Source: an optimization exercise on an open RTL-to-GDS flow (aim: small area). Production flows keep margins and buffers that such runs may drop.
At most, simulation tests tie the RTL to the original design; equivalence was not proved.

Design ibis_texture_mapper, start of the top module:
module ibis_texture_mapper
#(parameter TILE_SIZE_POW2_MAX = 9,
  parameter WIDTH = 11)
 (input wire logic aclk,
  input wire logic aresetn,
  input wire logic enable,
  input wire logic unsigned [6:0] write_registers,
  input wire logic unsigned [WIDTH - 1:0] x,
  input wire logic unsigned [WIDTH - 1:0] y,
  input wire logic unsigned [2:0] texture_power2,
  input wire logic signed [17:0] texture_matrixA,
  input wire logic signed [17:0] texture_matrixB,
  input wire logic signed [17:0] texture_matrixC,
  input wire logic signed [17:0] texture_matrixD,
  input wire logic signed [17:0] texture_translateX,
  input wire logic signed [17:0] texture_translateY,
  output logic unsigned [(TILE_SIZE_POW2_MAX * 2) - 1:0] map_address,
  output logic stencil_test,
  output logic stencil_step,
  output logic ready);
export LEC_CHECK = 0
export ABC_AREA = 1
export CAP_MARGIN = 20
export CORE_MARGIN = 2
export CORE_UTILIZATION = 55
export PLACE_DENSITY = 0.75
export SLEW_MARGIN = 20
create_clock -name core_clock -period 10.0 [get_ports {aclk}]
standard.sh (not shown) runs the stock make flow with config.mk's settings and CLKGATE_MAP_FILE= SYNTH_SCRIPT=/design/flow/synth_recipe.tcl, a recipe that flattens the netlist after the stock synthesis.
==> flow/flow/run.sh <==
#!/bin/bash
set -euo pipefail
here=$(pwd)
rm -rf "$here/orfs_scripts"
cp -r "$FLOW_HOME/scripts" "$here/orfs_scripts"
cp "$here/flow/abc_area.script" "$here/orfs_scripts/abc_area.script"
export SCRIPTS_DIR="$here/orfs_scripts"
export SYNTH_ARGS="-noabc"
export BUFFER_PORTS_ARGS="-buffer_cell sky130_fd_sc_hd__buf_1"
export CTS_ARGS="-sink_clustering_enable -repair_clock_nets -dont_use_dummy_load -sink_clustering_size 10 -sink_clustering_max_diameter 40 -buf_list sky130_fd_sc_hd__clkbuf_4"
bash standard.sh > standard.log 2>&1
==> flow/flow/abc_area.script <==
strash
dc2
dch -f
amap
topo
Next try:
--- a/flow/design.v
+++ b/flow/design.v
@@ -67,13 +67,13 @@
     if(enable & ph3) r_yh <= xyh_n;
   end
   wire useY = ph2 | ph4 | ph6 | ph8;
   wire hi   = ph3 | ph4 | ph7 | ph8;
   wire start = ph1 | ph5;
   wire [9:0] hv = useY ? r_yh : r_xh;
-  wire [10:0] win = hi ? {hv, 1'b0} : ~{tlo_nz, tlo_nz, tsel[7:0], 1'b0};
+  wire [10:0] win = hi ? {hv, 1'b0} : {tlo_nz, tlo_nz, tsel[7:0], 1'b0};
   wire selA = enable & (ph1 | ph3);
   wire selB = enable & (ph2 | ph4);
   wire selC = enable & (ph5 | ph7);
   wire selD = enable & (ph6 | ph8);
   wire [17:0] msel = ({18{selA & r_w[0]}} & r_A) | ({18{selB & r_w[1]}} & r_B)
                    | ({18{selC & r_w[2]}} & r_C) | ({18{selD & r_w[3]}} & r_D)
@@ -83,13 +83,13 @@
   always_comb begin
     if(enable & start) acc_in = 28'sd1 << (17 + r_tp);
     else if(enable & (ph3 | ph7)) acc_in = r_S >>> 8;
     else acc_in = r_S;
   end
   wire [27:0] sum;
-  ibis_tm_mac u_mac(.m(msel), .win(win), .acc(acc_in), .sum(sum));
+  ibis_tm_mac u_mac(.m(msel), .win(win), .flip(~hi), .acc(acc_in), .sum(sum));
   always_ff @(posedge aclk) begin
     r_S <= sum;
   end
   function automatic logic zero_hi(input logic [27:0] h, input logic [2:0] tp);
     logic [7:0] m;
     m = 8'hff << tp;  
@@ -131,36 +131,36 @@
   end
   assign map_address = r_addr;
   assign ready = ph9;
   assign stencil_test = r_sx & (ph9 ? z_S : r_sy);
   assign stencil_step = ph9 ? step_n : r_step;
 endmodule
-module ibis_tm_mac(input wire [17:0] m, input wire [10:0] win, input wire [27:0] acc, output wire [27:0] sum);
+module ibis_tm_mac(input wire [17:0] m, input wire [10:0] win, input wire flip, input wire [27:0] acc, output wire [27:0] sum);
   wire [18:0] m1 = {m[17], m};
   wire [18:0] m2 = {m, 1'b0};
-  wire neg0 = win[2];
+  wire neg0 = win[2] ^ flip;
   wire one0 = win[1] ^ win[0];
   wire two0 = (win[2] & ~win[1] & ~win[0]) | (~win[2] & win[1] & win[0]);
   wire [18:0] r0 = ((m1 ^ {19{neg0}}) & {19{one0}}) | ((m2 ^ {19{neg0}}) & {19{two0}});
   wire nz0 = neg0 & (one0 | two0);
-  wire neg1 = win[4];
+  wire neg1 = win[4] ^ flip;
   wire one1 = win[3] ^ win[2];
   wire two1 = (win[4] & ~win[3] & ~win[2]) | (~win[4] & win[3] & win[2]);
   wire [18:0] r1 = ((m1 ^ {19{neg1}}) & {19{one1}}) | ((m2 ^ {19{neg1}}) & {19{two1}});
   wire nz1 = neg1 & (one1 | two1);
-  wire neg2 = win[6];
+  wire neg2 = win[6] ^ flip;
   wire one2 = win[5] ^ win[4];
   wire two2 = (win[6] & ~win[5] & ~win[4]) | (~win[6] & win[5] & win[4]);
   wire [18:0] r2 = ((m1 ^ {19{neg2}}) & {19{one2}}) | ((m2 ^ {19{neg2}}) & {19{two2}});
   wire nz2 = neg2 & (one2 | two2);
-  wire neg3 = win[8];
+  wire neg3 = win[8] ^ flip;
   wire one3 = win[7] ^ win[6];
   wire two3 = (win[8] & ~win[7] & ~win[6]) | (~win[8] & win[7] & win[6]);
   wire [18:0] r3 = ((m1 ^ {19{neg3}}) & {19{one3}}) | ((m2 ^ {19{neg3}}) & {19{two3}});
   wire nz3 = neg3 & (one3 | two3);
-  wire neg4 = win[10];
+  wire neg4 = win[10] ^ flip;
   wire one4 = win[9] ^ win[8];
   wire two4 = (win[10] & ~win[9] & ~win[8]) | (~win[10] & win[9] & win[8]);
   wire [18:0] r4 = ((m1 ^ {19{neg4}}) & {19{one4}}) | ((m2 ^ {19{neg4}}) & {19{two4}});
   wire nz4 = neg4 & (one4 | two4);
   wire t1 = r0[8] ^ r1[6];
   wire t2 = r0[8] & r1[6];
Effect: Synthesized cell count climbs by 1.2%; routed wire length drops by 2.2%; synthesized area hardly moves; utilization drops by 0.51 points; via count falls by 1.5%.
For the first run of this note, only the layout was checked, not whether the RTL still works.

re-timing with driven ports:
In the flow no input, the clock included, has a driving cell. The finished layouts below were timed again as built, in two steps.
Step 1 sets driving cells, clkbuf_16 on the clock port and buf_2 on the other inputs (assumed; they add their load-dependent delay and slew).
Step 2 moves the port delays by t, midway between the first and last clock arrival at a register: inputs arrive t later, outputs are due t later. That takes back most of the time a late clock gives input paths.
a / b / c = ideal / step 1 / step 2; a / b = the first two.
run	shift t [ns]	setup WS [ns]	worst setup path after step 2	pins driven straight from the clock port
the first run	0.664	1.131 / 1.152 / 0.488	input to register	1
the second run	0.696	0.981 / 1.003 / 0.307	input to register	1
After both steps every run listed still meets setup and hold. For the second run, which loses most, drivers alone change the setup slack by +0.022 ns; drivers and shift together by -0.674 ns.
